Source: an optimization exercise on an open RTL-to-GDS flow (aim: small area and a short achievable clock period). Production flows keep margins and buffers that such runs may drop.
In this exercise RTL edits were held to simulation tests only and were not proved equivalent to the original.
Power is estimated from default activity; no workload was simulated.

==> flow/design.v (outline; a module is shown in full before it is edited, if it fits) <==
// module fa: 4 lines
// module ha: 4 lines
// module pg00: 4 lines
// module pg01: 4 lines
// module pg10: 4 lines
// module pg11: 4 lines
// module wallace_mult_top: 3377 lines
module wallace_mult_top (
	input  wire        clk,
	input  wire        sext_a,
	input  wire        sext_b,
	input  wire [31:0] a,
	input  wire [31:0] b,
	output wire [63:0] out
);
  // ...
==> flow/run.sh <==
#!/bin/bash
# synth_recipe.tcl (not shown) runs the flow's synth.tcl, then flattens the netlist and writes it again
# the make line also repeats each setting of config.mk as NAME=value (left out here)
make -C /OpenROAD-flow-scripts/flow DESIGN_CONFIG=/design/flow/config.mk WORK_HOME=/design/flow/orfs CLKGATE_MAP_FILE= SYNTH_SCRIPT=/design/flow/synth_recipe.tcl finish
==> flow/config.mk <==
export PLATFORM = sky130hd
export DESIGN_NAME = wallace_mult_top
export DESIGN_NICKNAME = wallace_mult_top
export VERILOG_FILES = /design/flow/design.v
export SDC_FILE = /design/flow/constraint.sdc
export NUM_CORES = 4
export LEC_CHECK = 0
export CAP_MARGIN = 20
export CORE_MARGIN = 2
export CORE_UTILIZATION = 40
export SETUP_SLACK_MARGIN = 4.0
export SLEW_MARGIN = 20
export SYNTH_HIERARCHICAL = 1
export SYNTH_MINIMUM_KEEP_SIZE = 0
==> flow/constraint.sdc <==
create_clock -name core_clock -period 8.5 [get_ports {clk}]
set_input_delay 1.7000 -clock core_clock [delete_from_list [all_inputs] [get_ports {clk}]]
set_output_delay 1.7000 -clock core_clock [all_outputs]
set_load 0.01 [all_outputs]
==> run notes, run 1 <==
Synthesis
The count of flip-flops with a built-in enable after synthesis is 0. Of the total synthesized cell area, the portion taken by full adders, half adders and majority gates is 0.387. The synthesized-area fraction occupied by ao, oa, aoi and oai cells is 0.181.

The XOR/XNOR share of the synthesized area is 0.191. The total of flip-flops plus latches after synthesis is 193. In the post-synthesis netlist, the biggest area contributors are sky130_fd_sc_hd__fa_1 (35%), sky130_fd_sc_hd__xnor2_1 (17%), sky130_fd_sc_hd__dfxtp_1 (14%).

Status
The run finished with no timing, DRC or antenna violations.

Setup path
The start-to-end type of the worst setup path is reg -> out. The slowest library cell on the worst path is sky130_fd_sc_hd__fa_2. The start of the worst register-to-register path is a_r[24]. Walking the worst path, the cells encountered are ha_4 -> a21oi_2 -> o21a_1 -> inv_2 -> a21oi_4 -> o21a_4 -> inv_8 -> a21oi_4 -> buf_12 -> inv_12 -> fa_2 -> buf_6. The largest single stage delay on the critical path is 0.52 ns.

GRT
The initial antenna violation count is 3. The first global-routing pass estimated 141000 um of wire.

STA
The final number of setup-violating endpoints is 0.

Worst hold path
The path with the worst hold slack has its endpoint at s0_q.

Die
In this run the horizontal extent of the chip is 269 um. The floorplan die area is 72400 um^2. The initialized floorplan defines 97 standard-cell rows.

Finish
Of the cells placed in the final design, the portion with a size suffix greater than 1 is 0.110. The count of non-CTS buffers in the layout is 204. The area growth from synthesis to layout is 8.45%.

Routing
The wire length on met1 is 36700 um. The average routed wire per standard cell is 26.5 um.

Power and ir drop
The sequential power is 0.00172 W.

CTS
After clock tree synthesis, the flow added hold-fix buffers numbering 0.

Flow run
Max-cap violations in this run came to 0.

Placement
OpenSTA, run right after detailed placement, puts the worst setup slack at 3.19 ns.
==> run 2: changes to the inputs <==
--- a/flow/design.v
+++ b/flow/design.v
@@ -17,16 +17,19 @@
 module pg10 (input wire gi, input wire pi, input wire gj, input wire pj, output wire go, output wire po);
 assign go = (~gi | (~pi & gj));
 assign po = (~pi & pj);
 endmodule
 module pg11 (input wire gi, input wire pi, input wire gj, input wire pj, output wire go, output wire po);
 assign go = (~gi | (~pi & ~gj));
 assign po = (~pi & ~pj);
 endmodule
+module sx0 (input wire p, input wire g, output wire s);
+assign s = p ^ g;
+endmodule
 module wallace_mult_top (
 	input  wire        clk,
 	input  wire        sext_a,
 	input  wire        sext_b,
 	input  wire [31:0] a,
 	input  wire [31:0] b,
 	output wire [63:0] out
 );
@@ -3283,62 +3286,108 @@
 wire hi_G6_39 = ~hi_G3_39 | (~hi_P3_39 & hi_G5_31);
 wire hi_G6_40 = ~hi_G4_40 | (~hi_P4_40 & hi_G5_31);
 wire hi_G6_41 = hi_G4_41 | (hi_P4_41 & hi_G5_31);
 wire hi_G6_42 = hi_G4_42 | (hi_P4_42 & hi_G5_31);
 wire hi_G6_43 = ~hi_G4_43 | (~hi_P4_43 & hi_G5_31);
 wire hi_G6_44 = hi_G4_44 | (hi_P4_44 & hi_G5_31);
 wire hi_G6_45 = ~hi_G4_45 | (~hi_P4_45 & hi_G5_31);
 wire hi_G6_46 = ~hi_G4_46 | (~hi_P4_46 & hi_G5_31);
-wire hi_s0 = hi_p0 ^ cK_q;
-wire hi_s1 = hi_p1 ^ hi_G1_1;
-wire hi_s2 = hi_p2 ^ hi_G2_2;
-wire hi_s3 = hi_p3 ^ hi_G2_3;
-wire hi_s4 = hi_p4 ^ hi_G3_4;
-wire hi_s5 = hi_p5 ^ hi_G3_5;
-wire hi_s6 = hi_p6 ^ hi_G3_6;
-wire hi_s7 = hi_p7 ^ hi_G3_7;
-wire hi_s8 = hi_p8 ^ hi_G4_8;
-wire hi_s9 = hi_p9 ^ hi_G4_9;
-wire hi_s10 = hi_p10 ^ hi_G4_10;
-wire hi_s11 = hi_p11 ^ hi_G4_11;
-wire hi_s12 = hi_p12 ^ hi_G4_12;
-wire hi_s13 = hi_p13 ^ hi_G4_13;
-wire hi_s14 = hi_p14 ^ hi_G4_14;
-wire hi_s15 = hi_p15 ^ hi_G4_15;
-wire hi_s16 = hi_p16 ^ hi_G5_16;
-wire hi_s17 = hi_p17 ^ hi_G5_17;
-wire hi_s18 = hi_p18 ^ hi_G5_18;
-wire hi_s19 = hi_p19 ^ hi_G5_19;
-wire hi_s20 = hi_p20 ^ hi_G5_20;
-wire hi_s21 = hi_p21 ^ hi_G5_21;
-wire hi_s22 = hi_p22 ^ hi_G5_22;
-wire hi_s23 = hi_p23 ^ hi_G5_23;
-wire hi_s24 = hi_p24 ^ hi_G5_24;
-wire hi_s25 = hi_p25 ^ hi_G5_25;
-wire hi_s26 = hi_p26 ^ hi_G5_26;
-wire hi_s27 = hi_p27 ^ hi_G5_27;
-wire hi_s28 = hi_p28 ^ hi_G5_28;
-wire hi_s29 = hi_p29 ^ hi_G5_29;
-wire hi_s30 = hi_p30 ^ hi_G5_30;
-wire hi_s31 = hi_p31 ^ hi_G5_31;
-wire hi_s32 = hi_p32 ^ hi_G6_32;
-wire hi_s33 = hi_p33 ^ hi_G6_33;
-wire hi_s34 = hi_p34 ^ hi_G6_34;
-wire hi_s35 = hi_p35 ^ hi_G6_35;
-wire hi_s36 = hi_p36 ^ hi_G6_36;
-wire hi_s37 = hi_p37 ^ hi_G6_37;
-wire hi_s38 = hi_p38 ^ hi_G6_38;
-wire hi_s39 = hi_p39 ^ hi_G6_39;
-wire hi_s40 = hi_p40 ^ hi_G6_40;
-wire hi_s41 = hi_p41 ^ hi_G6_41;
-wire hi_s42 = hi_p42 ^ hi_G6_42;
-wire hi_s43 = hi_p43 ^ hi_G6_43;
-wire hi_s44 = hi_p44 ^ hi_G6_44;
-wire hi_s45 = hi_p45 ^ hi_G6_45;
+wire hi_s0;
+sx0 u_hi_s0 (.p(hi_p0), .g(cK_q), .s(hi_s0));
+wire hi_s1;
+sx0 u_hi_s1 (.p(hi_p1), .g(hi_G1_1), .s(hi_s1));
+wire hi_s2;
+sx0 u_hi_s2 (.p(hi_p2), .g(hi_G2_2), .s(hi_s2));
+wire hi_s3;
+sx0 u_hi_s3 (.p(hi_p3), .g(hi_G2_3), .s(hi_s3));
+wire hi_s4;
+sx0 u_hi_s4 (.p(hi_p4), .g(hi_G3_4), .s(hi_s4));
+wire hi_s5;
+sx0 u_hi_s5 (.p(hi_p5), .g(hi_G3_5), .s(hi_s5));
+wire hi_s6;
+sx0 u_hi_s6 (.p(hi_p6), .g(hi_G3_6), .s(hi_s6));
+wire hi_s7;
+sx0 u_hi_s7 (.p(hi_p7), .g(hi_G3_7), .s(hi_s7));
+wire hi_s8;
+sx0 u_hi_s8 (.p(hi_p8), .g(hi_G4_8), .s(hi_s8));
+wire hi_s9;
+sx0 u_hi_s9 (.p(hi_p9), .g(hi_G4_9), .s(hi_s9));
+wire hi_s10;
+sx0 u_hi_s10 (.p(hi_p10), .g(hi_G4_10), .s(hi_s10));
+wire hi_s11;
+sx0 u_hi_s11 (.p(hi_p11), .g(hi_G4_11), .s(hi_s11));
+wire hi_s12;
+sx0 u_hi_s12 (.p(hi_p12), .g(hi_G4_12), .s(hi_s12));
+wire hi_s13;
+sx0 u_hi_s13 (.p(hi_p13), .g(hi_G4_13), .s(hi_s13));
+wire hi_s14;
+sx0 u_hi_s14 (.p(hi_p14), .g(hi_G4_14), .s(hi_s14));
+wire hi_s15;
+sx0 u_hi_s15 (.p(hi_p15), .g(hi_G4_15), .s(hi_s15));
+wire hi_s16;
+sx0 u_hi_s16 (.p(hi_p16), .g(hi_G5_16), .s(hi_s16));
+wire hi_s17;
+sx0 u_hi_s17 (.p(hi_p17), .g(hi_G5_17), .s(hi_s17));
+wire hi_s18;
+sx0 u_hi_s18 (.p(hi_p18), .g(hi_G5_18), .s(hi_s18));
+wire hi_s19;
+sx0 u_hi_s19 (.p(hi_p19), .g(hi_G5_19), .s(hi_s19));
+wire hi_s20;
+sx0 u_hi_s20 (.p(hi_p20), .g(hi_G5_20), .s(hi_s20));
+wire hi_s21;
+sx0 u_hi_s21 (.p(hi_p21), .g(hi_G5_21), .s(hi_s21));
+wire hi_s22;
+sx0 u_hi_s22 (.p(hi_p22), .g(hi_G5_22), .s(hi_s22));
+wire hi_s23;
+sx0 u_hi_s23 (.p(hi_p23), .g(hi_G5_23), .s(hi_s23));
+wire hi_s24;
+sx0 u_hi_s24 (.p(hi_p24), .g(hi_G5_24), .s(hi_s24));
+wire hi_s25;
+sx0 u_hi_s25 (.p(hi_p25), .g(hi_G5_25), .s(hi_s25));
+wire hi_s26;
+sx0 u_hi_s26 (.p(hi_p26), .g(hi_G5_26), .s(hi_s26));
+wire hi_s27;
+sx0 u_hi_s27 (.p(hi_p27), .g(hi_G5_27), .s(hi_s27));
+wire hi_s28;
+sx0 u_hi_s28 (.p(hi_p28), .g(hi_G5_28), .s(hi_s28));
+wire hi_s29;
+sx0 u_hi_s29 (.p(hi_p29), .g(hi_G5_29), .s(hi_s29));
+wire hi_s30;
+sx0 u_hi_s30 (.p(hi_p30), .g(hi_G5_30), .s(hi_s30));
+wire hi_s31;
+sx0 u_hi_s31 (.p(hi_p31), .g(hi_G5_31), .s(hi_s31));
+wire hi_s32;
+sx0 u_hi_s32 (.p(hi_p32), .g(hi_G6_32), .s(hi_s32));
+wire hi_s33;
+sx0 u_hi_s33 (.p(hi_p33), .g(hi_G6_33), .s(hi_s33));
+wire hi_s34;
+sx0 u_hi_s34 (.p(hi_p34), .g(hi_G6_34), .s(hi_s34));
+wire hi_s35;
+sx0 u_hi_s35 (.p(hi_p35), .g(hi_G6_35), .s(hi_s35));
+wire hi_s36;
+sx0 u_hi_s36 (.p(hi_p36), .g(hi_G6_36), .s(hi_s36));
+wire hi_s37;
+sx0 u_hi_s37 (.p(hi_p37), .g(hi_G6_37), .s(hi_s37));
+wire hi_s38;
+sx0 u_hi_s38 (.p(hi_p38), .g(hi_G6_38), .s(hi_s38));
+wire hi_s39;
+sx0 u_hi_s39 (.p(hi_p39), .g(hi_G6_39), .s(hi_s39));
+wire hi_s40;
+sx0 u_hi_s40 (.p(hi_p40), .g(hi_G6_40), .s(hi_s40));
+wire hi_s41;
+sx0 u_hi_s41 (.p(hi_p41), .g(hi_G6_41), .s(hi_s41));
+wire hi_s42;
+sx0 u_hi_s42 (.p(hi_p42), .g(hi_G6_42), .s(hi_s42));
+wire hi_s43;
+sx0 u_hi_s43 (.p(hi_p43), .g(hi_G6_43), .s(hi_s43));
+wire hi_s44;
+sx0 u_hi_s44 (.p(hi_p44), .g(hi_G6_44), .s(hi_s44));
+wire hi_s45;
+sx0 u_hi_s45 (.p(hi_p45), .g(hi_G6_45), .s(hi_s45));
 assign out[0] = s0_q;
 assign out[1] = s1_q;
 assign out[2] = s2_q;
 assign out[3] = s3_q;
 assign out[4] = s4_q;
 assign out[5] = s5_q;
 assign out[6] = s6_q;
 assign out[7] = s7_q;
==> run 2 against run 1 <==
- still clean
- worst setup slack gained 0.079 ns
- sequential power down 4%
- fmax is 1.7% higher
==> run notes, run 2 <==
Status
The flow ran to the end and the layout has no timing, DRC or antenna violations.

Synthesis
After synthesis, the netlist uses 51 different library cells. The yosys synthesis warning count is 7. The mapped netlist covers 28300 um^2. The cell count after synthesis is 2743. Ranked by total cell area, the synthesized netlist is headed by sky130_fd_sc_hd__fa_1 (34%), sky130_fd_sc_hd__xnor2_1 (17%), sky130_fd_sc_hd__dfxtp_1 (14%).

For this run, the leading register cell type out of synthesis is sky130_fd_sc_hd__dfxtp_1. The total of flip-flops plus latches after synthesis is 193 (unchanged). Counting every net in the synthesized netlist gives 3383. The fraction of registers with async set/reset is 0.

The biggest area contributor in the post-synthesis netlist is sky130_fd_sc_hd__fa_1. The share of the Yosys chip area taken by registers is 0.137. By count the netlist is led by sky130_fd_sc_hd__xnor2_1 (536), sky130_fd_sc_hd__a22oi_1 (511), sky130_fd_sc_hd__fa_1 (480).

Among all cell types in the netlist, the one instantiated most often is sky130_fd_sc_hd__xnor2_1. The count of flip-flops with a built-in enable after synthesis is 0 (unchanged). The area fraction of the dominant cell type after synthesis is 0.340.

A synthesized cell averages 10.3 um^2.

Setup path
The worst register-to-register path ends at s16_q. The startpoint identified for the worst register-to-register timing path is neg_r[7]. The source of the critical timing path is y20_q. The type of destination of the critical path is an output port. Along the worst path, the maximum fanout reaches 8. The dominant delay contributor by cell family on the critical path is compound AO/OA/AOI/OAI gates. The slowest library cell on the worst path is sky130_fd_sc_hd__dfxtp_2. Traced cell by cell, the critical path runs through ha_4 -> a21oi_2 -> o21a_2 -> inv_2 -> a21oi_4 -> o21a_4 -> inv_8 -> a21oi_4 -> buf_12 -> inv_8 -> a21o_1 -> xor2_1 -> buf_2. The depth of the worst register-to-register path is 11. The total number of cells along the worst setup path is 13. The critical path buffer and inverter count is 5. The critical path data arrival time is 2.82 ns.

The critical path startpoint category is a register. The worst register-to-register path has a setup slack of 4.08 ns. The capture point of the critical path is out[59]. Data on the critical path is required at its endpoint by 6.80 ns.

The delay contributed by the slowest stage of the critical path is 0.34 ns (-0.18 ns). The start-to-end type of the worst setup path is reg -> out.

Finish
The register with the most flip-flops in the final layout is a_r. The register with the most flip-flops in the layout has 32 of them. The final net count is 3226. The area growth from synthesis to layout is 8.96%. The ratio of cells with drive above 1 in the final layout was 0.110 (about the same). The final non-filler cell area is 30800 um^2. Leaving out fill and tap cells, the most frequent cells in the layout are sky130_fd_sc_hd__xnor2_1 (536), sky130_fd_sc_hd__a22oi_1 (511), sky130_fd_sc_hd__fa_1 (480).

The repair_antennas step left the layout with diodes totalling 0. The layout has 6528 filler cells. The commonest non-fill, non-tap cell in the layout is sky130_fd_sc_hd__xnor2_1.

CTS
The TritonCTS clock tree is built. Counting the buffers created by CTS gives 17. The buffer type at the clock tree root is sky130_fd_sc_hd__clkbuf_16.

Clock-pin slew was measured on the worst setup and hold paths at 0.09 ns. The number of clock sinks is 193. At the later pin of the worst-skew pair, clock insertion delay measures 0.53 ns. The clock passes through at most 2 buffers. The number of levels the H-tree was split into is 4.

Routing
In the routed design, unresolved DRC markers number 0. The average routed wire per standard cell is 26.5 um (about the same). After the first detailed-routing iteration, the DRC count stood at 2398. The routed layout has 21715 vias. The detail route stage leaves a number of antenna-violating nets equal to 0. The pre-antenna-repair detailed-routing pass consisted of 7 iterations. The post-detailed-routing wire length is 93700 um. The via density per instance is 6.14.

Worst hold path
The class of the tightest hold or removal check is reg -> reg. In this run the most critical hold path is launched from neg_r[0].

Die
The floorplan die area was 72900 um^2 (+0.63%). The initial utilization of the core area, before any placement, comes to 0.404. The top-level I/O count is 131. The number of placement rows is 97 (unchanged).

The horizontal die dimension is 270 um (+0.32%). The core region is 70000 um^2. The die is 270 um tall.

STA
In the finished design, the share of the clock period the worst path needs comes to 0.532. The setup total negative slack is 0 ns. The clock arrives with 0.0253 ns of skew. For the pin with the worst max-slew slack, the measured transition is 1.07 ns.

The maximum operating frequency is 221 MHz. The number of max-slew violations in the final report was 0. Setup repair after global routing could not meet its margin everywhere. The count of final hold-check violations is 0. The worst relative slew slack is 0.288. The final number of setup-violating endpoints is 0 (unchanged).

After layout, the minimum clock period comes to 4.52 ns.

GRT
For this run the aggregate overflow at the end of global routing stands at 0. The initial antenna violation count came to 1 (-2). The wire length of the first global-routing pass is 142000 um (+0.83%).

The global routing usage summed across all routing layers is 0.255. The largest net degree at the start of global routing is 38. The number of global-route vias before repair is 23200.

Placement
The global placement routability congestion is 0.883. Detailed placement ended at an HPWL of 59600 um. Buffers placed on the I/O ports in this run total 130. In this run the cell area measured after placement is 29600 um^2.

Flow run
The max-cap check violation count is 0 (unchanged).

Power and ir drop
The worst-case IR drop observed on VDD is 0.000416 V. The power per standard cell area is 487 nW/um^2. The leakage component of the power is 11.2 nW.
## run 2: changes by cell type in the layout (fill, tap and decap cells not counted), moves of 6 or more
cell,delta
sky130_fd_sc_hd__xor2_1,+20
sky130_fd_sc_hd__a21oi_1,-6
sky130_fd_sc_hd__xnor2_1,-17
sky130_fd_sc_hd__a21o_1,+25
sky130_fd_sc_hd__dfxtp_4,-11
sky130_fd_sc_hd__nand2_1,-7
sky130_fd_sc_hd__dfxtp_1,+11
## run 2: metrics by stage
step           hold slack [ns]  worst slack (ns)  cells  total power, W   util
3_5_place_dp             0.902              3.62   3488          0.0140  0.422
4_1_cts                  0.808              3.81   3529          0.0150  0.435
5_1_grt                  0.828              3.86   3539          0.0166  0.440
3_3_place_gp             0.886              3.65   3488          0.0139  0.422
6_report                 0.807              3.98   3539          0.0150  0.440
2_1_floorplan            0.572              4.09   2743          0.0104      -
## run 2: worst reg2reg max path: stages (launching register included)
cell and delay, ns:
sky130_fd_sc_hd__dfxtp_2 0.33, sky130_fd_sc_hd__buf_4 0.62, sky130_fd_sc_hd__fa_1 0.58, sky130_fd_sc_hd__fa_1 0.44, sky130_fd_sc_hd__fa_1 0.56, sky130_fd_sc_hd__fa_1 0.45
sky130_fd_sc_hd__ha_2 0.42, sky130_fd_sc_hd__inv_1 0.10, sky130_fd_sc_hd__o21bai_2 0.22, sky130_fd_sc_hd__or3_1 0.14, sky130_fd_sc_hd__mux2i_1 0.07, sky130_fd_sc_hd__a2111oi_2 0.36
## run 2: modules after synthesis (local to each module, per instance), a selection
| module | flops+latches | cells | copies in the design |
|---|---|---|---|
| wallace_mult_top | 193 | 2013 | 1 |
| fa | 0 | 1 | 480 |
| pg10 | 0 | 3 | 9 |
| pg00 | 0 | 2 | 31 |
| pg11 | 0 | 2 | 17 |
| sx0 | 0 | 1 | 46 |
## run 2: kinds of logic (layout without fill, tap and decap cells)
logic type,after synthesis,in the layout,synth area share
AO/OA/AOI/OAI,712,712,0.185
XOR/XNOR,619,619,0.192
adder cells (fa/ha/maj),573,573,0.381
buffers and inverters,445,301,0.0698
AND/OR/NAND/NOR,198,198,0.0352
flip-flops,193,193,0.137
multiplexers,3,3,0.00124
## run 2: report_power, final
part           internal [W]  switching (W)
Combinational       0.00557        0.00686
Clock              0.000419       0.000497
Sequential          0.00147       0.000186
## run 2: routing by layer
layer / vias to the layer above / track usage / wire [um]
met2: 1458 / 0.403 / 43200
met5: - / 0 / 0
li1: 8892 / - / -
met3: 246 / 0.0691 / 10500
met1: 11119 / 0.329 / 36600
met4: 0 / 0.104 / 3390
## run 2: worst min-delay path by stage
| stage | end | slack (ns) | cells past startpoint |
|---|---|---|---|
| 3_3_place_gp | y62_q | 0.89 | 3 |
| 6_report | s0_q | 0.81 | 2 |
| 5_1_grt | s0_q | 0.83 | 2 |
| 2_1_floorplan | s0_q | 0.57 | 2 |
| 3_5_place_dp | s0_q | 0.90 | 2 |
| 4_1_cts | s0_q | 0.81 | 2 |
## run 2: area by class of cell
type | instances | area (um^2) | area share
clock inverter | 15 | 224 | 0.00727
clock buffer | 17 | 425 | 0.0138
multi-input combinational | 2105 | 22700 | 0.736
timing repair buffer | 218 | 2130 | 0.0691
tap | 940 | 1180 | 0.0382
inverter | 51 | 206 | 0.00670
sequential | 193 | 3970 | 0.129
## run 2: timing repair
item,4_1_cts,5_1_grt
setup endpoints to repair,52,46
hold buffers,0,0
pin swaps,11,13
setup buffers,9,10
gates resized for setup,141,82
==> run 3: changes to the inputs <==
--- a/flow/config.mk
+++ b/flow/config.mk
@@ -9,4 +9,6 @@
 export CORE_MARGIN = 2
 export CORE_UTILIZATION = 40
+export CTS_CLUSTER_DIAMETER = 200
+export CTS_CLUSTER_SIZE = 30
 export SETUP_SLACK_MARGIN = 4.0
 export SLEW_MARGIN = 20
==> run 3 against run 2 <==
- clock skew unchanged
- critical path type unchanged
- area after synthesis is the same
- worst setup slack unchanged
- still clean
- sequential cell count unchanged
- clock-buffer cell count is the same
- utilization unchanged
- via count stayed put
- non-clock buffer count is the same
- register-to-register slack about the same
- clock power barely moved
==> run notes, run 3 <==
Status
The flow ran to the end and the layout has no timing, DRC or antenna violations.

Die
The initial core utilization is 0.404 (unchanged). The vertical die dimension is 270 um (unchanged). The floorplan die area is 72900 um^2 (unchanged).

The standard cell core area is 70000 um^2 (unchanged). The horizontal die dimension came to 270 um (unchanged). The number of placement rows is 97 (unchanged). The top-level I/O count was 131 (unchanged).

Synthesis
The synthesized netlist net count came to 3383 (unchanged). The proportion of synthesized chip area in sequential cells is 0.137 (unchanged). The biggest area contributor in the post-synthesis netlist is sky130_fd_sc_hd__fa_1.

The cell count after synthesis is 2743 (unchanged). The top flip-flop cell by instance count after synthesis is sky130_fd_sc_hd__dfxtp_1. The count of different cell masters after synthesis came to 51 (unchanged). The count of flip-flops with a built-in enable after synthesis was 0 (unchanged). The average footprint of a synthesized cell was 10.3 um^2 (unchanged). The total of flip-flops plus latches after synthesis was 193 (unchanged). The summed instance area of the synthesized netlist is 28300 um^2 (unchanged). Sorting the synthesized cells by area gives the leading types as sky130_fd_sc_hd__fa_1 (34%), sky130_fd_sc_hd__xnor2_1 (17%), sky130_fd_sc_hd__dfxtp_1 (14%).

After synthesis, the most frequently instantiated cells are sky130_fd_sc_hd__xnor2_1 (536), sky130_fd_sc_hd__a22oi_1 (511), sky130_fd_sc_hd__fa_1 (480). The area fraction of the dominant cell type after synthesis was 0.340 (unchanged). The most frequently used cell type in the post-synthesis netlist is sky130_fd_sc_hd__xnor2_1.

The fraction of registers with async set/reset is 0 (unchanged). The yosys synthesis warning count is 7 (unchanged).

CTS
The maximum buffer depth of the clock tree is 2 (unchanged). The tree is rooted in a sky130_fd_sc_hd__clkbuf_16. The count of hold-fix buffers inserted at cts is 0 (unchanged). The insertion delay to the later sink of the worst-skew pair was 0.53 ns (about the same). The clock-pin slew on the worst setup and hold paths is 0.09 ns (about the same). The number of levels the H-tree was split into was 4 (unchanged). TritonCTS built the clock tree.

The number of clock sinks is 193 (unchanged). The number of buffers created by CTS came to 17 (unchanged).

Setup path
Among all stages on the critical path, the largest delay is contributed by sky130_fd_sc_hd__dfxtp_2. The delay contributed by the slowest stage of the critical path is 0.34 ns (about the same). The signal on the critical path passes through ha_4 -> a21oi_2 -> o21a_2 -> inv_2 -> a21oi_4 -> o21a_4 -> inv_8 -> a21oi_4 -> buf_12 -> inv_8 -> a21o_1 -> xor2_1 -> buf_2. The worst setup path is of the reg -> out kind.

The worst-case register-to-register setup slack is 4.08 ns (about the same). The critical path buffer and inverter count is 5 (unchanged). The type of destination of the critical path is an output port.

The critical path startpoint category is a register. The critical-path maximum fanout is 8 (unchanged). The critical path data arrival time came to 2.82 ns (about the same). The data required time at the worst endpoint was 6.80 ns (about the same). On the critical path the largest part of the delay comes from compound AO/OA/AOI/OAI gates.

STA
The final critical path time including I/O delays and setup came to 4.52 ns (unchanged). The maximum operating frequency is 221 MHz (unchanged). The number of max-slew violations in the final report is 0 (unchanged). The smallest hold slack came to 0.807 ns (unchanged).

The worst relative slew slack is 0.288 (unchanged). The share of the clock period used by the worst path after layout came to 0.532 (unchanged). The count of final hold-check violations is 0 (unchanged).

The slew at the pin closest to its max-slew limit is 1.07 ns (unchanged). The setup total negative slack is 0 ns (unchanged). The final number of setup-violating endpoints is 0 (unchanged). The clock skew after layout is 0.0253 ns (unchanged). Setup repair after global routing could not meet its margin everywhere.

Finish
Leaving out fill and tap cells, the most frequent cells in the layout are sky130_fd_sc_hd__xnor2_1 (536), sky130_fd_sc_hd__a22oi_1 (511), sky130_fd_sc_hd__fa_1 (480). The final net count came to 3226 (unchanged). The ratio of cells with drive above 1 in the final layout was 0.110 (unchanged). The commonest non-fill, non-tap cell in the layout is sky130_fd_sc_hd__xnor2_1. The register name with the most flops is a_r. The number of inserted diodes is 0 (unchanged). The number of flip-flops under the largest register name was 32 (unchanged). The area growth from synthesis to layout is 8.96% (unchanged).

GRT
The total overflow reported by the global router is 0 (unchanged). The number of global-route vias before repair is 23200 (unchanged). The initial antenna violation count is 1 (unchanged).

The largest net degree at the start of global routing came to 38 (unchanged). The global routing usage summed across all routing layers is 0.255 (unchanged). The wire length of the first global-routing pass is 142000 um (unchanged).

Routing
The initial DRC count was 2398 (unchanged). The detailed-routing iteration count for the pre-antenna-repair pass is 7 (unchanged). The via density per instance was 6.14 (unchanged). The wire length on met1 is 36600 um (unchanged).

The average routed wire per standard cell is 26.5 um (unchanged). The top layer reached by signal wires is met4. The vias after detailed routing is 21715 (unchanged). The post-detailed-routing wire length is 93700 um (unchanged).

The total met3 wirelength after detailed routing is 10500 um (unchanged). The total DRC errors in the routed layout came to 0 (unchanged). The amount of wire on met2 after detailed routing was 43200 um (unchanged).

The number of nets with antenna violations after detailed routing was 0 (unchanged).

Placement
The port buffer count was 130 (unchanged). The global placement routability congestion was 0.883 (unchanged). The post-detailed-placement half-perimeter wirelength was 59600 um (unchanged).

Power and ir drop
The power per standard cell area is 487 nW/um^2 (unchanged). The leakage component of the power is 11.2 nW (unchanged). The worst vdd rail ir drop is 0.000416 V (unchanged).

Flow run
The max-cap check violation count came to 0 (unchanged).

Worst hold path
The class of the tightest hold or removal check is reg -> reg.
run 3: cell counts after synthesis:
Identical to the previous run, type by type.
run 3: power breakdown:
part           leakage (nW)  total [W]  switching (W)  internal, W
registers              1.63    0.00165       0.000186      0.00147
logic                  9.22     0.0124        0.00686      0.00557
clock network         0.313   0.000916       0.000497     0.000419
run 3: worst reg2reg max path: stages (launching register included):
cell,delay (ns)
sky130_fd_sc_hd__dfxtp_2,0.33
sky130_fd_sc_hd__buf_4,0.62
sky130_fd_sc_hd__fa_1,0.58
sky130_fd_sc_hd__fa_1,0.44
sky130_fd_sc_hd__fa_1,0.56
sky130_fd_sc_hd__fa_1,0.45
sky130_fd_sc_hd__ha_2,0.42
sky130_fd_sc_hd__inv_1,0.10
sky130_fd_sc_hd__o21bai_2,0.22
sky130_fd_sc_hd__or3_1,0.14
sky130_fd_sc_hd__mux2i_1,0.07
sky130_fd_sc_hd__a2111oi_2,0.36
run 3: logic make-up after synthesis:
| family | synth area share |
|---|---|
| buffers and inverters | 0.0698 |
| flip-flops | 0.137 |
| AO/OA/AOI/OAI | 0.185 |
| multiplexers | 0.00124 |
| adder cells (fa/ha/maj) | 0.381 |
| XOR/XNOR | 0.192 |
| AND/OR/NAND/NOR | 0.0352 |
run 3: worst paths after layout:
check                           startpoint       to  cells past startpoint
worst min register to register    neg_r[0]     s0_q                      2
worst max-delay path                 y20_q  out[59]                     13
worst max register to register    neg_r[7]    s16_q                     11
worst min-delay path              neg_r[0]     s0_q                      2
run 3: modules after synthesis (local to each module, per instance):
| module | times used | cell area (um^2) | flip-flops and latches | cells inside |
|---|---|---|---|---|
| fa | 480 | 20.0 | 0 | 1 |
| ha | 30 | 12.5 | 0 | 1 |
| pg00 | 31 | 12.5 | 0 | 2 |
| pg01 | 17 | 18.8 | 0 | 3 |
| pg10 | 9 | 15.0 | 0 | 3 |
| pg11 | 17 | 8.76 | 0 | 2 |
| sx0 | 46 | 8.76 | 0 | 1 |
| wallace_mult_top | 1 | 16900 | 193 | 2013 |
run 3: metrics by stage:
stage | power [W] | util | instances | setup WS [ns] | area [um^2]
final | 0.0150 | 0.440 | 3539 | 3.98 | 30800
after global routing | 0.0166 | 0.440 | 3539 | 3.86 | 30800
after CTS | 0.0150 | 0.435 | 3529 | 3.81 | 30500
after detailed placement | 0.0140 | 0.422 | 3488 | 3.62 | 29600
after global placement | 0.0139 | 0.422 | 3488 | 3.65 | 29600
after floorplan | 0.0104 | - | 2743 | 4.09 | 28300
run 3: repair_timing:
action	in CTS	in global routing
pin swaps	11	13
setup endpoints to repair	52	46
resized for setup	141	82
buffers inserted	9	10
run 3: routing by layer:
| metal | track usage | up-vias |
|---|---|---|
| met1 | 0.329 | 11119 |
| met2 | 0.403 | 1458 |
| met5 | 0 | - |
| met3 | 0.0691 | 246 |
| li1 | - | 8892 |
| met4 | 0.104 | 0 |
run 3: final cells by class:
class	count	area [um^2]
inverter	51	206
fill	6528	39200
timing repair buffer	218	2130
clock buffer	17	425
tap	940	1180
sequential	193	3970
clock inverter	15	224
multi-input combinational	2105	22700
==> run 4: changes to the inputs <==
--- a/flow/config.mk
+++ b/flow/config.mk
@@ -9,7 +9,5 @@
 export CORE_MARGIN = 2
 export CORE_UTILIZATION = 40
-export CTS_CLUSTER_DIAMETER = 200
-export CTS_CLUSTER_SIZE = 30
-export SETUP_SLACK_MARGIN = 4.0
+export SETUP_SLACK_MARGIN = 4.3
 export SLEW_MARGIN = 20
 export SYNTH_HIERARCHICAL = 1
==> run 4 against run 3 <==
- still clean on timing, DRC and antenna
- sequential power is essentially flat
- clock skew decreased by 0.0041 ns
- sequential share of layout area decreased by 0.32 points
- first-iteration DRC count up 13%
- final cell count rose by 1.2%
- via count rose by 1.9%
- highest routed layer is now met5
==> run notes, run 4 <==
Status
The run finished with no timing, DRC or antenna violations.

CTS
The number of clock sinks is 193 (unchanged). The clock-pin slew on the worst setup and hold paths is 0.09 ns (about the same). The cell sitting at the root of the clock tree is a sky130_fd_sc_hd__clkbuf_16. The number of buffers created by CTS is 17 (unchanged). The maximum buffer depth of the clock tree is 2 (unchanged).

The insertion delay to the later sink of the worst-skew pair is 0.51 ns (-0.02 ns). The number of levels the H-tree was split into is 4 (unchanged). The TritonCTS clock tree is built.

STA
The worst relative slew slack is 0.339 (+0.0505). The maximum operating frequency is 223 MHz (+0.73%). The final critical path time including I/O delays and setup is 4.49 ns (-0.0326 ns). The setup total negative slack is 0 ns (unchanged).

The worst setup margin is 4.01 ns (+0.0326 ns). The number of max-slew violations in the final report came to 0 (unchanged). The final number of setup-violating endpoints is 0 (unchanged). The share of the clock period used by the worst path after layout was 0.528 (-0.00383). The smallest hold slack is 0.769 ns (-0.0380 ns). The slew at the pin closest to its max-slew limit came to 0.992 ns (-0.0758 ns). The count of final hold-check violations is 0 (unchanged).

The clock skew after layout came to 0.0211 ns (-0.00414 ns). Setup repair after global routing could not meet its margin everywhere.

Setup path
The cell occurring most often along the worst timing path is sky130_fd_sc_hd__buf_6. The capture point of the critical path is out[46]. The dominant delay contributor by cell family on the critical path is compound AO/OA/AOI/OAI gates.

The data required time at the worst endpoint is 6.80 ns (about the same). The total number of cells along the worst setup path is 13 (unchanged). In this run the critical register-to-register path is launched from a_r[11]. The critical-path maximum fanout is 4 (-4). The delay contributed by the slowest stage of the critical path is 0.34 ns (about the same). For this design, the slowest cell found on the critical path is sky130_fd_sc_hd__dfxtp_2.

The worst register-to-register path ends at s16_q. The critical path startpoint category is a register. The depth of the worst register-to-register path was 14 (+3). The type of destination of the critical path is an output port. The most critical setup path has its startpoint at y18_q.

The signal on the critical path passes through ha_4 -> a21oi_2 -> o21a_2 -> inv_2 -> a21oi_4 -> o21a_4 -> inv_8 -> buf_4 -> buf_6 -> buf_6 -> a21o_1 -> xor2_1 -> buf_2. The critical path data arrival time is 2.79 ns (-0.03 ns). The critical path buffer and inverter count was 6 (+1). The start-to-end type of the worst setup path is reg -> out.

The worst-case register-to-register setup slack came to 4.31 ns (+0.23 ns).

Finish
The number of flip-flops under the largest register name is 32 (unchanged). The ratio of cells with drive above 1 in the final layout is 0.146 (+0.0355). The register name with the most flops is a_r.

The non-filler instance count after layout is 3580 (+1.2%). The number of fill cells is 6420 (-1.7%). The commonest non-fill, non-tap cell in the layout is sky130_fd_sc_hd__xnor2_1.

The final net count is 3266 (+1.2%). The total area of sequential cells is 4000 um^2 (+0.82%). Leaving out fill and tap cells, the most frequent cells in the layout are sky130_fd_sc_hd__xnor2_1 (532), sky130_fd_sc_hd__a22oi_1 (507), sky130_fd_sc_hd__fa_1 (475).

The area growth from synthesis to layout is 12.6%. The area used by multi-input combinational logic is 22900 um^2 (+0.76%).

Placement
The post-detailed-placement half-perimeter wirelength is 59400 um (-0.34%). The port buffer count is 130 (unchanged). The pre-CTS setup slack was 3.60 ns (-0.0214 ns).

The global placement routability congestion was 0.886 (+0.28%). The count of placed standard cells including taps is 3488 (unchanged).

Synthesis
The yosys synthesis warning count is 7 (unchanged). After synthesis, the largest family of logic cells by area is adder cells. The proportion of synthesized chip area in sequential cells is 0.137 (unchanged).

Sorting the synthesized cells by how often they occur yields sky130_fd_sc_hd__xnor2_1 (536), sky130_fd_sc_hd__a22oi_1 (511), sky130_fd_sc_hd__fa_1 (480). The area fraction of the dominant cell type after synthesis came to 0.340 (unchanged). The total of flip-flops plus latches after synthesis is 193 (unchanged). The average footprint of a synthesized cell is 10.3 um^2 (unchanged). The summed instance area of the synthesized netlist came to 28300 um^2 (unchanged). The top flip-flop cell by instance count after synthesis is sky130_fd_sc_hd__dfxtp_1. The most frequently used cell type in the post-synthesis netlist is sky130_fd_sc_hd__xnor2_1. The proportion of synthesized area in mux cells is 0.00124 (unchanged). The synthesized netlist net count was 3383 (unchanged). The biggest area contributor in the post-synthesis netlist is sky130_fd_sc_hd__fa_1. The count of flip-flops with a built-in enable after synthesis is 0 (unchanged). The cell count after synthesis is 2743 (unchanged).

The count of different cell masters after synthesis is 51 (unchanged). The adder and majority cell fraction of the synthesized area is 0.381 (unchanged). The simple logic cell fraction of the synthesized area was 0.0352 (unchanged). The synthesized-area fraction occupied by ao, oa, aoi and oai cells is 0.185 (unchanged).

The XOR/XNOR share of the synthesized area was 0.192 (unchanged). The fraction of registers with async set/reset is 0 (unchanged). By area the synthesized netlist is led by sky130_fd_sc_hd__fa_1 (34%), sky130_fd_sc_hd__xnor2_1 (17%), sky130_fd_sc_hd__dfxtp_1 (14%).

Die
The initial core utilization is 0.404 (unchanged). The vertical die dimension came to 270 um (unchanged). The horizontal die dimension is 270 um (unchanged). The floorplan die area was 72900 um^2 (unchanged). The number of placement rows came to 97 (unchanged). The standard cell core area is 70000 um^2 (unchanged). The top-level I/O count is 131 (unchanged).

Routing
The total DRC errors in the routed layout is 0 (unchanged). The detailed-routing iteration count for the pre-antenna-repair pass is 7 (unchanged). The vias after detailed routing was 22135 (+1.9%). The number of nets with antenna violations after detailed routing is 0 (unchanged). The initial DRC count is 2698 (+13%). The via density per instance came to 6.18 (+0.77%).

The post-detailed-routing wire length is 98800 um (+5.5%). The average routed wire per standard cell is 27.6 um (+4.3%).

GRT
The wire length of the first global-routing pass is 146000 um (+2.8%). The initial antenna violation count came to 2 (+1). The total overflow reported by the global router is 0 (unchanged). The number of global-route vias before repair is 23472 (+1.2%). The global routing usage summed across all routing layers is 0.264 (+0.00887). The largest net degree at the start of global routing is 38 (unchanged).

Worst hold path
The worst hold path belongs to the class reg -> reg.

Power and ir drop
The power per standard cell area is 488 nW/um^2 (+0.35%). The leakage component of the power was 11.6 nW (+3.8%). The worst vdd rail ir drop was 0.000405 V (-2.5%). The overall power after layout is 0.0156 W (+3.7%).

Flow run
The max-cap check violation count is 0 (unchanged).
==> run 4: cell counts after synthesis <==
Identical to the previous run, type by type.
==> run 4: worst register-to-register path: cells and delay by family, from the launching register on <==
family          cells  cell delay, ns
buf+inv             1            0.16
compound gates      5            0.72
mux                 1            0.18
flops               1            0.38
simple gates        1            0.32
xor+xnor            1            0.15
fa+ha+maj           5            2.14
==> run 4: how the worst min path moves through the flow <==
stage              from  endpoint  slack [ns]  cells past startpoint
2_1_floorplan  neg_r[0]      s0_q        0.57                      2
3_3_place_gp    sel16_r     y62_q        0.89                      3
3_5_place_dp    sel16_r     y62_q        0.90                      3
4_1_cts        neg_r[0]      s0_q        0.79                      2
5_1_grt        neg_r[0]      s0_q        0.82                      2
6_report       neg_r[0]      s0_q        0.77                      2
==> run 4: metrics by stage <==
stage | cell area [um^2] | util
after floorplan | 28300 | -
after global placement | 29600 | 0.422
after detailed placement | 29600 | 0.422
after CTS | 31000 | 0.442
after global routing | 31900 | 0.455
final | 31900 | 0.455
==> run 4: metal layers <==
layer / vias to the layer above / part of all wire / global-route usage
li1: 8971 / - / -
met1: 11261 / 0.38 / 0.333
met2: 1603 / 0.45 / 0.416
met3: 298 / 0.12 / 0.0771
met4: 2 / 0.048 / 0.120
met5: - / 0.00037 / 0
==> run 4: repair_timing <==
action,CTS,global route
hold buffers,0,0
buffers inserted,20,28
pin swaps,25,35
gates resized for setup,280,148
cloned,5,6
endpoints found under the setup margin,78,67
==> run 4: power by group <==
group	internal, W	leakage (nW)	switching [W]
clock	0.000403	0.295	0.000433
combinational	0.00594	9.66	0.00714
sequential	0.00147	1.64	0.000179
==> run 4: per-module statistics from Yosys, one instance, submodules excluded <==
| module | times used | flops+latches | area [um^2] |
|---|---|---|---|
| wallace_mult_top | 1 | 193 | 16900 |
| fa | 480 | 0 | 20.0 |
| pg01 | 17 | 0 | 18.8 |
| pg10 | 9 | 0 | 15.0 |
| ha | 30 | 0 | 12.5 |
| pg00 | 31 | 0 | 12.5 |
| pg11 | 17 | 0 | 8.76 |
| sx0 | 46 | 0 | 8.76 |
==> run 4: cell type report <==
| class | instances | area share |
|---|---|---|
| Antenna cell | 1 | 0.0000786 |
| Clock buffer | 18 | 0.0138 |
| Clock inverter | 14 | 0.00499 |
| Inverter | 51 | 0.00648 |
| Multi-Input combinational cell | 2105 | 0.718 |
| Sequential cell | 193 | 0.126 |
| Tap cell | 940 | 0.0369 |
| Timing Repair Buffer | 258 | 0.0944 |
==> run 4: cells by family (layout without fill, tap and decap cells) <==
kind of cell               count (synthesis)  after routing
AOI/OAI and AO/OA                        712            712
xor gates and xnor gates                 619            619
adders and majority gates                573            573
buffers and inverters                    445            341
DFF                                      193            193
muxes                                      3              3
other                                      0              1
and+or+nand+nor                          198            198
==> run 5: changes to the inputs <==
--- a/flow/config.mk
+++ b/flow/config.mk
@@ -8,6 +8,6 @@
 export CAP_MARGIN = 20
 export CORE_MARGIN = 2
-export CORE_UTILIZATION = 40
-export SETUP_SLACK_MARGIN = 4.3
+export CORE_UTILIZATION = 75
+export SETUP_SLACK_MARGIN = 4.0
 export SLEW_MARGIN = 20
 export SYNTH_HIERARCHICAL = 1
==> run 5 against run 4 <==
- largest cell class unchanged
- sequential cell count did not move
- fmax shrank 2.6%
- clock-buffer cell count rose by 4
- critical path depth is 1 higher
- non-clock buffer count decreased by 32
- still clean
- highest routed layer unchanged
- clock skew is 0.010 ns lower
- sequential power barely moved
- first-iteration DRC count rose by 36%
- hold slack got worse by 0.047 ns
==> run notes, run 5 <==
Routing
The detailed-routing iteration count for the pre-antenna-repair pass is 10 (+3). Routed signal wires occupy layers up through met5. The initial DRC count is 3661 (+36%). The vias after detailed routing came to 22733 (+2.7%). The amount of wire on met2 after detailed routing is 38100 um (-15%).

The post-detailed-routing wire length is 88900 um (-10%). The average routed wire per standard cell is 28.5 um (+3.3%). The via density per instance is 7.29 (+18%). The total DRC errors in the routed layout is 0 (unchanged).

The wire length on met1 is 31300 um (-17%). The total met3 wirelength after detailed routing is 14300 um (+21%). The number of nets with antenna violations after detailed routing is 0 (unchanged).

CTS
The TritonCTS clock tree is built. The number of levels the H-tree was split into is 4 (unchanged). The insertion delay to the later sink of the worst-skew pair is 0.49 ns (-0.02 ns). The maximum buffer depth of the clock tree is 2 (unchanged).

The number of clock sinks came to 193 (unchanged). The tree is rooted in a sky130_fd_sc_hd__clkbuf_16. The number of buffers created by CTS is 17 (unchanged). The clock-pin slew on the worst setup and hold paths is 0.07 ns (-0.02 ns).

Power and ir drop
The overall power after layout is 0.0149 W (-4.1%). The combinational share of power is 0.839 (-0.002). The net switching power is 0.00740 W (-4.5%). The worst vdd rail ir drop is 0.000808 V (+99%).

The switching part of the total power was 0.496 (-0.00232). The power per standard cell area is 495 nW/um^2 (+1.4%). The share of total power in sequential cells is 0.110 (+0.004).

The leakage component of the power is 11.1 nW (-4.1%). The total internal power is 0.00753 W (-3.6%). The portion of total power attributed to the clock network is 0.052 (-0.002).

Die
The vertical die dimension is 198 um (-27%). The standard cell core area is 37400 um^2 (-47%). The number of placement rows is 71 (-27%).

The horizontal die dimension is 198 um (-27%). The floorplan die area is 39300 um^2 (-46%). The top-level I/O count is 131 (unchanged).

The initial core utilization is 0.756 (+0.352).

Synthesis
The dominant cell type by area after synthesis is sky130_fd_sc_hd__fa_1. Yosys instantiated no cell more often than sky130_fd_sc_hd__xnor2_1. The synthesized netlist net count came to 3383 (unchanged).

The summed instance area of the synthesized netlist is 28300 um^2 (unchanged). The count of flip-flops with a built-in enable after synthesis was 0 (unchanged). The area fraction of the dominant cell type after synthesis is 0.340 (unchanged). The count of different cell masters after synthesis is 51 (unchanged). The average footprint of a synthesized cell was 10.3 um^2 (unchanged).

The cell count after synthesis is 2743 (unchanged). The fraction of registers with async set/reset came to 0 (unchanged). After synthesis, the cell types taking the most area are sky130_fd_sc_hd__fa_1 (34%), sky130_fd_sc_hd__xnor2_1 (17%), sky130_fd_sc_hd__dfxtp_1 (14%).

The total of flip-flops plus latches after synthesis is 193 (unchanged). The yosys synthesis warning count is 7 (unchanged). The most used flip-flop cell after synthesis is sky130_fd_sc_hd__dfxtp_1. The proportion of synthesized chip area in sequential cells is 0.137 (unchanged). By count the netlist is led by sky130_fd_sc_hd__xnor2_1 (536), sky130_fd_sc_hd__a22oi_1 (511), sky130_fd_sc_hd__fa_1 (480).

Status
The run finished with no timing, DRC or antenna violations.

Finish
The register name with the most flops is a_r. The number of inserted diodes was 0 (-1). The number of flip-flops under the largest register name is 32 (unchanged). Leaving out fill and tap cells, the most frequent cells in the layout are sky130_fd_sc_hd__xnor2_1 (535), sky130_fd_sc_hd__a22oi_1 (510), sky130_fd_sc_hd__fa_1 (480). The final core utilization is 0.806 (+0.351). The area growth from synthesis to layout is 6.54%. The ratio of cells with drive above 1 in the final layout came to 0.102 (-0.0435). The commonest non-fill, non-tap cell in the layout is sky130_fd_sc_hd__xnor2_1. The final net count is 3235 (-0.95%).

Setup path
Traced cell by cell, the critical path runs through ha_4 -> a21oi_4 -> o21a_2 -> inv_2 -> a21oi_4 -> o21a_4 -> buf_12 -> inv_8 -> a21oi_4 -> buf_12 -> buf_12 -> o21ai_4 -> xor2_1 -> buf_4. The critical-path maximum fanout was 7 (+3). STA classifies the critical path startpoint as a register. The critical path data arrival time is 2.91 ns (+0.12 ns). The data required time at the worst endpoint came to 6.80 ns (about the same). The delay contributed by the slowest stage of the critical path is 0.34 ns (about the same). The worst-case register-to-register setup slack came to 3.97 ns (-0.34 ns). Among all stages on the critical path, the largest delay is contributed by sky130_fd_sc_hd__dfxtp_2. The start-to-end type of the worst setup path is reg -> out. STA classifies the critical path endpoint as an output port.

Worst hold path
The tightest min-delay check is of the reg -> reg type.

GRT
The wire length of the first global-routing pass came to 135000 um (-7.5%). The number of global-route vias before repair was 24115 (+2.7%). The initial antenna violation count is 1 (-1). The largest net degree at the start of global routing is 38 (unchanged). The global routing usage summed across all routing layers is 0.460 (+0.196). The total overflow reported by the global router is 0 (unchanged).

STA
Setup repair after global routing could not meet its margin everywhere. The maximum operating frequency came to 217 MHz (-2.6%). The setup total negative slack was 0 ns (unchanged). The clock skew after layout is 0.0109 ns (-0.0102 ns). The smallest hold slack is 0.722 ns (-0.0472 ns).

The final number of setup-violating endpoints was 0 (unchanged). The final critical path time including I/O delays and setup is 4.61 ns (+0.121 ns). The worst relative slew slack is 0.255 (-0.0840). The share of the clock period used by the worst path after layout came to 0.542 (+0.0142). The count of final hold-check violations is 0 (unchanged). The number of max-slew violations in the final report is 0 (unchanged).

The slew at the pin closest to its max-slew limit was 1.12 ns (+0.126 ns).

Flow run
The max-cap check violation count is 0 (unchanged).

Placement
The port buffer count was 130 (unchanged). The global placement routability congestion was 0.921 (+4.0%). The post-detailed-placement half-perimeter wirelength is 55300 um (-6.8%).
## run 5: cell counts after synthesis
Identical to the previous run, type by type.
## run 5: layout make-up
| class | count | area, um^2 |
|---|---|---|
| clock buffer | 22 | 464 |
| clock inverter | 9 | 75.1 |
| fill | 2361 | 7260 |
| inverter | 51 | 206 |
| multi-input combinational | 2105 | 22700 |
| sequential | 193 | 3930 |
| tap | 511 | 639 |
| timing repair buffer | 226 | 2120 |
| timing repair inverter | 1 | 6.26 |
## run 5: worst max-delay path: cells and delay by family, from the launching register on
kind	cells	cell delay (ns)
DFF	1	0.34
xor gates and xnor gates	1	0.21
buffers and inverters	6	0.71
adders and majority gates	1	0.25
AOI/OAI and AO/OA	6	0.91
## run 5: path summary, 6_finish.rpt
kind / endpoint / cells after the start / startpoint
max: out[51] / 14 / x18_q
min: x63_q / 2 / a_r[30]
max reg2reg: s16_q / 14 / a_r[11]
min reg2reg: x63_q / 2 / a_r[30]
## run 5: through the flow
step           std cells  cell area, um^2  setup slack (ns)
2_1_floorplan       2743            28300              4.09
3_3_place_gp        3064            29000              3.62
3_5_place_dp        3064            29000              3.49
4_1_cts             3109            29800              3.91
5_1_grt             3118            30100              3.82
6_report            3118            30100              3.89
## run 5: cells by family (layout without fill, tap and decap cells)
logic type                 count (synthesis)  count (layout)  share of synthesized area
AOI/OAI and AO/OA                        712             712                      0.185
muxes                                      3               3                    0.00124
buffers and inverters                    445             309                     0.0698
xor gates and xnor gates                 619             619                      0.192
and+or+nand+nor                          198             198                     0.0352
adders and majority gates                573             573                      0.381
DFF                                      193             193                      0.137
## run 5: power by group through the flow
stage / sequential, W / clock, W / combinational (W)
6_report: 0.00164 / 0.000772 / 0.0125
5_1_grt: 0.00165 / 0.000814 / 0.0138
4_1_cts: 0.00162 / 0.000779 / 0.0121
3_5_place_dp: 0.00163 / 0 / 0.0120
3_3_place_gp: 0.00161 / 0 / 0.0115
2_1_floorplan: 0.00155 / 0 / 0.00883
## run 5: modules after synthesis, one instance, submodules excluded
module,flip-flops and latches,cells inside,copies in the design
fa,0,1,480
wallace_mult_top,193,2013,1
pg10,0,3,9
ha,0,1,30
sx0,0,1,46
pg01,0,3,17
pg00,0,2,31
pg11,0,2,17
## run 5: layer usage
metal / up-vias / global-route usage
met2: 2159 / 0.673
met1: 11125 / 0.580
met5: - / 0.0140
li1: 8900 / -
met3: 545 / 0.190
met4: 4 / 0.250
## run 5: what timing repair did
item / 4_1_cts / 5_1_grt
pin swaps: 8 / 13
setup buffers: 13 / 8
setup endpoints to repair: 58 / 37
resized for setup: 130 / 61
hold buffers: 0 / 0
gates cloned: 1 / 1
==> run 6: changes to the inputs <==
--- a/flow/config.mk
+++ b/flow/config.mk
@@ -8,5 +8,5 @@
 export CAP_MARGIN = 20
 export CORE_MARGIN = 2
-export CORE_UTILIZATION = 75
+export CORE_UTILIZATION = 60
 export SETUP_SLACK_MARGIN = 4.0
 export SLEW_MARGIN = 20
==> run 6 against run 5 <==
- first-iteration DRC count decreased by 29%
- synthesized cell count unchanged
- final cell count up 2.9%
- sequential share of layout area about the same
- fmax increased by 2.6%
- worst setup slack improved by 0.11 ns
- hold slack better by 0.075 ns
- via count shrank 4.7%
- critical path type unchanged
- clock-buffer cell count is 5 lower
- area after synthesis is the same
- clock skew up 0.018 ns
==> run notes, run 6 <==
CTS
The number of clock sinks is 193 (unchanged). The TritonCTS clock tree is built. The clock-pin slew on the worst setup and hold paths was 0.08 ns (about the same). The insertion delay to the later sink of the worst-skew pair is 0.52 ns (+0.03 ns). The number of levels the H-tree was split into was 4 (unchanged). The number of buffers created by CTS is 17 (unchanged). The buffer type at the clock tree root is sky130_fd_sc_hd__clkbuf_16. The maximum buffer depth of the clock tree is 2 (unchanged).

GRT
The initial antenna violation count is 2 (+1). The total overflow reported by the global router was 0 (unchanged). The wire length of the first global-routing pass is 137000 um (+0.80%). The number of global-route vias before repair is 22906 (-5.0%). The largest net degree at the start of global routing came to 38 (unchanged). The global routing usage summed across all routing layers is 0.364 (-0.0955).

Power and ir drop
The net switching power was 0.00731 W (-1.2%). The leakage component of the power is 11.1 nW (-0.24%). The worst vdd rail ir drop was 0.000713 V (-12%). The total internal power is 0.00749 W (-0.58%). The combinational share of power is 0.829 (-0.010). The share of total power in sequential cells is 0.110 (about the same). The overall power after layout is 0.0148 W (-0.90%). The portion of total power attributed to the clock network was 0.061 (+0.009).

The power per standard cell area came to 491 nW/um^2 (-0.96%). The switching part of the total power is 0.494 (-0.00165).

Synthesis
The synthesized design spends more area on one cell type than any other, namely sky130_fd_sc_hd__fa_1. The XOR/XNOR share of the synthesized area is 0.192 (unchanged). The simple logic cell fraction of the synthesized area is 0.0352 (unchanged). The total of flip-flops plus latches after synthesis is 193 (unchanged). The count of different cell masters after synthesis is 51 (unchanged). The count of flip-flops with a built-in enable after synthesis came to 0 (unchanged). The adder and majority cell fraction of the synthesized area came to 0.381 (unchanged). The yosys synthesis warning count came to 7 (unchanged). The top flip-flop cell by instance count after synthesis is sky130_fd_sc_hd__dfxtp_1. The synthesized-area fraction occupied by ao, oa, aoi and oai cells came to 0.185 (unchanged). sky130_fd_sc_hd__xnor2_1 is the most common cell in the netlist.

Sorting the synthesized cells by how often they occur yields sky130_fd_sc_hd__xnor2_1 (536), sky130_fd_sc_hd__a22oi_1 (511), sky130_fd_sc_hd__fa_1 (480). The fraction of registers with async set/reset is 0 (unchanged). The average footprint of a synthesized cell was 10.3 um^2 (unchanged).

After synthesis, the cell types taking the most area are sky130_fd_sc_hd__fa_1 (34%), sky130_fd_sc_hd__xnor2_1 (17%), sky130_fd_sc_hd__dfxtp_1 (14%). The cell count after synthesis was 2743 (unchanged). The proportion of synthesized chip area in sequential cells is 0.137 (unchanged). The proportion of synthesized area in mux cells was 0.00124 (unchanged). The summed instance area of the synthesized netlist came to 28300 um^2 (unchanged). The area fraction of the dominant cell type after synthesis is 0.340 (unchanged). The synthesized netlist net count is 3383 (unchanged). By area, the combinational part of the netlist is dominated by adder cells.

Setup path
The type of destination of the critical path is an output port. The dominant delay contributor by cell family on the critical path is compound AO/OA/AOI/OAI gates. The critical path buffer and inverter count is 5 (-1). The worst-case register-to-register setup slack is 4.09 ns (+0.12 ns). The critical path goes through ha_4 -> a21oi_2 -> o21a_2 -> inv_2 -> a21oi_4 -> o21a_4 -> inv_8 -> a21oi_4 -> buf_12 -> inv_8 -> a21o_1 -> xor2_1 -> buf_2. The critical-path maximum fanout is 8 (+1). The delay contributed by the slowest stage of the critical path was 0.33 ns (about the same). The critical path startpoint category is a register. The worst setup path is of the reg -> out kind.

The critical path data arrival time is 2.79 ns (-0.12 ns). The slowest library cell on the worst path is sky130_fd_sc_hd__dfxtp_2. The data required time at the worst endpoint was 6.80 ns (about the same).

Routing
The initial DRC count is 2591 (-29%). The total DRC errors in the routed layout is 0 (unchanged). The average routed wire per standard cell is 27.6 um (-3.2%).

The vias after detailed routing is 21655 (-4.7%). The via density per instance came to 6.75 (-7.4%). The post-detailed-routing wire length is 88700 um (-0.32%). The detailed-routing iteration count for the pre-antenna-repair pass was 7 (-3). The number of nets with antenna violations after detailed routing is 0 (unchanged).

Placement
The port buffer count was 130 (unchanged). The global placement routability congestion was 0.860 (-6.7%). The post-detailed-placement half-perimeter wirelength is 57100 um (+3.1%). The count of placed standard cells including taps was 3160 (+3.1%).

STA
Setup repair after global routing could not meet its margin everywhere. The worst relative slew slack is 0.306 (+0.0517). The slew at the pin closest to its max-slew limit came to 1.04 ns (-0.0775 ns). The count of final hold-check violations is 0 (unchanged).

The setup total negative slack is 0 ns (unchanged). The maximum operating frequency came to 222 MHz (+2.6%). The final critical path time including I/O delays and setup is 4.49 ns (-0.115 ns). The clock skew after layout is 0.0291 ns (+0.0182 ns). The number of max-slew violations in the final report is 0 (unchanged). The share of the clock period used by the worst path after layout is 0.529 (-0.0135). The final number of setup-violating endpoints is 0 (unchanged).

Die
The standard cell core area is 46600 um^2 (+24%). The horizontal die dimension came to 221 um (+12%). The floorplan die area was 48900 um^2 (+24%).

The initial core utilization was 0.608 (-0.149). The vertical die dimension is 221 um (+12%). The top-level I/O count is 131 (unchanged). The number of placement rows was 79 (+11%).

Finish
The number of inserted diodes is 0 (unchanged). The number of flip-flops under the largest register name came to 32 (unchanged). The final net count is 3229 (-0.19%). The non-filler instance count after layout is 3209 (+2.9%). The area growth from synthesis to layout is 6.60% (about the same). The commonest non-fill, non-tap cell in the layout is sky130_fd_sc_hd__xnor2_1. The library cells used most frequently in the layout, excluding fill and tap cells, are sky130_fd_sc_hd__xnor2_1 (536), sky130_fd_sc_hd__a22oi_1 (511), sky130_fd_sc_hd__fa_1 (480). The ratio of cells with drive above 1 in the final layout came to 0.0984 (-0.00403). The register name with the most flops is a_r.

Worst hold path
The class of the tightest hold or removal check is reg -> reg.

Status
The run finished with no timing, DRC or antenna violations.

Flow run
The max-cap check violation count was 0 (unchanged).
-- run 6: cell counts after synthesis --
No cell type changed its count.
-- run 6: power groups by stage --
| stage | Combinational, W | Sequential [W] | Clock, W |
|---|---|---|---|
| 6_report | 0.0123 | 0.00162 | 0.000901 |
| 5_1_grt | 0.0137 | 0.00165 | 0.000953 |
| 4_1_cts | 0.0121 | 0.00161 | 0.000918 |
| 3_5_place_dp | 0.0122 | 0.00162 | 0 |
| 3_3_place_gp | 0.0120 | 0.00162 | 0 |
| 2_1_floorplan | 0.00883 | 0.00155 | 0 |
-- run 6: path summary, 6_finish.rpt --
path / from / endpoint / cells after the start
worst max register to register: two_r[9] / y37_q / 8
worst max-delay path: y20_q / out[53] / 13
worst min register to register: neg_r[0] / s0_q / 2
worst min-delay path: neg_r[0] / s0_q / 2
-- run 6: what timing repair did --
| action | 4_1_cts | 5_1_grt |
|---|---|---|
| endpoints found under the setup margin | 38 | 35 |
| hold buffers | 0 | 0 |
| setup buffers | 7 | 9 |
| gates cloned | 0 | 1 |
| gates resized for setup | 108 | 53 |
| pin swaps | 9 | 17 |
-- run 6: per-module statistics from Yosys, one instance, submodules excluded --
module / flops+latches / cells
pg11: 0 / 2
pg01: 0 / 3
ha: 0 / 1
sx0: 0 / 1
wallace_mult_top: 193 / 2013
pg10: 0 / 3
fa: 0 / 1
pg00: 0 / 2
-- run 6: worst min-delay path: stages (launching register included) --
cell,delay [ns]
sky130_fd_sc_hd__dfxtp_2,0.32
sky130_fd_sc_hd__buf_6,0.23
sky130_fd_sc_hd__xnor2_1,0.20
-- run 6: logic make-up (layout without fill, tap and decap cells) --
group | Yosys count | after routing
flops | 193 | 193
compound gates | 712 | 712
buf+inv | 445 | 304
fa+ha+maj | 573 | 573
xor+xnor | 619 | 619
simple gates | 198 | 198
mux | 3 | 3
-- run 6: final cells by class --
class | instances | area, um^2
inverter | 51 | 206
multi-input combinational | 2105 | 22600
clock buffer | 17 | 425
tap | 607 | 759
sequential | 193 | 3920
timing repair buffer | 221 | 2040
clock inverter | 15 | 221
fill | 3746 | 16400
-- run 6: stage by stage --
stage	setup slack, ns	hold WS (ns)	utilization	area, um^2
detailed placement	3.75	0.894	0.626	29200
global placement	3.81	0.875	0.626	29200
CTS	3.83	0.810	0.642	29900
floorplan	4.09	0.572	-	28300
global route	3.87	0.825	0.648	30200
finish	4.01	0.797	0.648	30200
-- run 6: metal layers --
metal  vias to the layer above  share of wire  track usage
met5                         -        0.00015            0
met4                         2          0.026        0.118
met3                       224           0.14        0.134
met2                      1549           0.43        0.527
met1                     10992           0.41        0.507
li1                       8888              -            -
==> run 7: changes to the inputs <==
--- a/flow/config.mk
+++ b/flow/config.mk
@@ -13,2 +13,3 @@
 export SYNTH_HIERARCHICAL = 1
 export SYNTH_MINIMUM_KEEP_SIZE = 0
+export TNS_END_PERCENT = 30
==> run 7 against run 6 <==
- combinational power about the same
- register-to-register slack got worse by 0.13 ns
- clock skew is 0.00056 ns lower
- worst setup slack got worse by 0.070 ns
- clock-buffer cell count unchanged
- sequential share of layout area fell by 0.082 points
==> run notes, run 7 <==
STA
The share of the clock period used by the worst path after layout is 0.537 (+0.00821). The final number of setup-violating endpoints is 0 (unchanged). The final critical path time including I/O delays and setup is 4.56 ns (+0.0697 ns). The worst relative slew slack is 0.308 (+0.00179). The worst setup margin is 3.94 ns (-0.0697 ns). The maximum operating frequency is 219 MHz (-1.5%).

The count of final hold-check violations is 0 (unchanged). Setup repair after global routing could not meet its margin everywhere. The slew at the pin closest to its max-slew limit was 1.04 ns (-0.00268 ns).

Synthesis
The dominant cell type by area after synthesis is sky130_fd_sc_hd__fa_1. The average footprint of a synthesized cell is 10.3 um^2 (unchanged). sky130_fd_sc_hd__xnor2_1 is the most common cell in the netlist. The area fraction of the dominant cell type after synthesis was 0.340 (unchanged). The summed instance area of the synthesized netlist was 28300 um^2 (unchanged). After synthesis, the most frequently instantiated cells are sky130_fd_sc_hd__xnor2_1 (536), sky130_fd_sc_hd__a22oi_1 (511), sky130_fd_sc_hd__fa_1 (480). The count of flip-flops with a built-in enable after synthesis is 0 (unchanged).

The count of different cell masters after synthesis is 51 (unchanged).

Routing
The detailed-routing iteration count for the pre-antenna-repair pass is 7 (unchanged). The via density per instance was 6.76 (+0.14%). The total DRC errors in the routed layout came to 0 (unchanged). The post-detailed-routing wire length is 89000 um (+0.34%).

The vias after detailed routing is 21666 (+0.051%). The number of nets with antenna violations after detailed routing came to 0 (unchanged). The initial DRC count is 2618 (+1.0%).

CTS
The count of hold-fix buffers inserted at cts is 0 (unchanged). The number of buffers created by CTS is 17 (unchanged). The TritonCTS clock tree is built. The clock-pin slew on the worst setup and hold paths is 0.08 ns (about the same). The number of levels the H-tree was split into came to 4 (unchanged).

GRT
The number of global-route vias before repair is 22901 (-0.022%). The largest net degree at the start of global routing was 38 (unchanged). The global routing usage summed across all routing layers was 0.364 (about the same).

Finish
The area growth from synthesis to layout is 7.07%. The number of flip-flops under the largest register name was 32 (unchanged). The ratio of cells with drive above 1 in the final layout is 0.0962 (-0.00220).

The number of inserted diodes came to 0 (unchanged). The non-filler instance count after layout is 3206 (-0.093%).

Power and ir drop
The combinational share of power is 0.830 (about the same). The power per standard cell area is 490 nW/um^2 (-0.14%). The total internal power is 0.00757 W (+1.1%).

Setup path
The largest individual stage delay along the critical path comes from the cell sky130_fd_sc_hd__dfxtp_1. The critical-path maximum fanout is 9 (+1). The delay contributed by the slowest stage of the critical path is 0.37 ns (+0.04 ns).

Die
The vertical die dimension was 221 um (unchanged). The top-level I/O count is 131 (unchanged).

Placement
The port buffer count is 130 (unchanged). The post-detailed-placement half-perimeter wirelength was 57100 um (unchanged). The count of placed standard cells including taps is 3160 (unchanged).

Status
The run finished with no timing, DRC or antenna violations.
run 7: timing repair:
action | CTS | global route
hold endpoints to repair | 0 | 0
cloned | 0 | 4
resized for setup | 67 | 94
buffers inserted | 7 | 3
pin swaps | 7 | 9
endpoints found under the setup margin | 38 | 54
run 7: final cells by class:
type | instances | area, um^2
multi-input combinational | 2105 | 22600
fill | 3732 | 16300
clock inverter | 15 | 221
clock buffer | 17 | 425
tap | 607 | 759
sequential | 193 | 3910
timing repair buffer | 218 | 2190
inverter | 51 | 201
run 7: worst paths after layout:
kind	start	to	slack (ns)	cells after the start
setup / recovery	x18_q	out[61]	3.94	13
hold / removal	neg_r[0]	s0_q	0.80	2
setup reg to reg	two_r[8]	y37_q	3.96	9
hold reg to reg	neg_r[0]	s0_q	0.80	2
run 7: logic make-up (layout without fill, tap and decap cells):
kind of cell    Yosys count  in the layout  synth area share
compound gates          712            712             0.185
xor+xnor                619            619             0.192
fa+ha+maj               573            573             0.381
buf+inv                 445            301            0.0698
flops                   193            193             0.137
mux                       3              3           0.00124
simple gates            198            198            0.0352
run 7: stage by stage:
step | util | power [W] | hold slack (ns)
6_report | 0.651 | 0.0148 | 0.795
5_1_grt | 0.651 | 0.0164 | 0.825
4_1_cts | 0.642 | 0.0148 | 0.914
3_5_place_dp | 0.626 | 0.0138 | 0.894
3_3_place_gp | 0.626 | 0.0136 | 0.875
2_1_floorplan | - | 0.0104 | 0.572
run 7: power groups by stage:
stage | logic [W] | registers, W | clock network, W
after global routing | 0.0138 | 0.00165 | 0.000953
final | 0.0123 | 0.00162 | 0.000899
after floorplan | 0.00883 | 0.00155 | 0
after global placement | 0.0120 | 0.00162 | 0
after detailed placement | 0.0122 | 0.00162 | 0
after CTS | 0.0123 | 0.00161 | 0.000918
run 7: critical path: cells and delay by family, from the launching register on:
family,cells,cell delay (ns)
compound gates,6,0.95
buf+inv,5,0.66
flops,1,0.37
fa+ha+maj,1,0.22
xor+xnor,1,0.14
run 7: layer usage:
| metal | track usage | vias up | share of wire |
|---|---|---|---|
| met5 | 0 | - | 0.00015 |
| met4 | 0.120 | 2 | 0.025 |
| met3 | 0.134 | 214 | 0.14 |
| met2 | 0.526 | 1570 | 0.43 |
| met1 | 0.507 | 10998 | 0.40 |
| li1 | - | 8882 | - |
run 7: Yosys stat by module (local to each module, per instance):
module,area [um^2],cells,copies in the design
sx0,8.76,1,46
wallace_mult_top,16900,2013,1
pg11,8.76,2,17
pg10,15.0,3,9
fa,20.0,1,480
ha,12.5,1,30
pg01,18.8,3,17
pg00,12.5,2,31

==> port drivers added, routing unchanged <==
In the flow no input, the clock included, has a driving cell. The finished layouts below were timed again as built, in two steps.
Step 1, drivers: a clkbuf_16 drives clk and a buf_2 each remaining input, both assumed.
Step 2 adds t to the input delays and takes it off the output delays; t is the mean of the earliest and latest rising clock arrival at the registers after step 1. Input paths then give back, and output paths get back, about the clock's delay inside the block.
Three values: ideal, step 1, step 2; two values: the first two.
run	t (ns)	setup slack, ns	worst slew at a driven data input, ns
run 1	0.566	3.901 / 3.842 / 4.091	0.05
run 2	0.577	3.979 / 3.922 / 4.080	0.07
run 3	0.577	3.979 / 3.922 / 4.080	0.07
run 4	0.559	4.012 / 3.954 / 4.310	0.06
run 5	0.544	3.891 / 3.831 / 3.968	0.07
run 6	0.561	4.006 / 3.946 / 4.090	0.10
run 7	0.562	3.936 / 3.877 / 3.959	0.10
After both steps setup and hold are still met in every run listed.
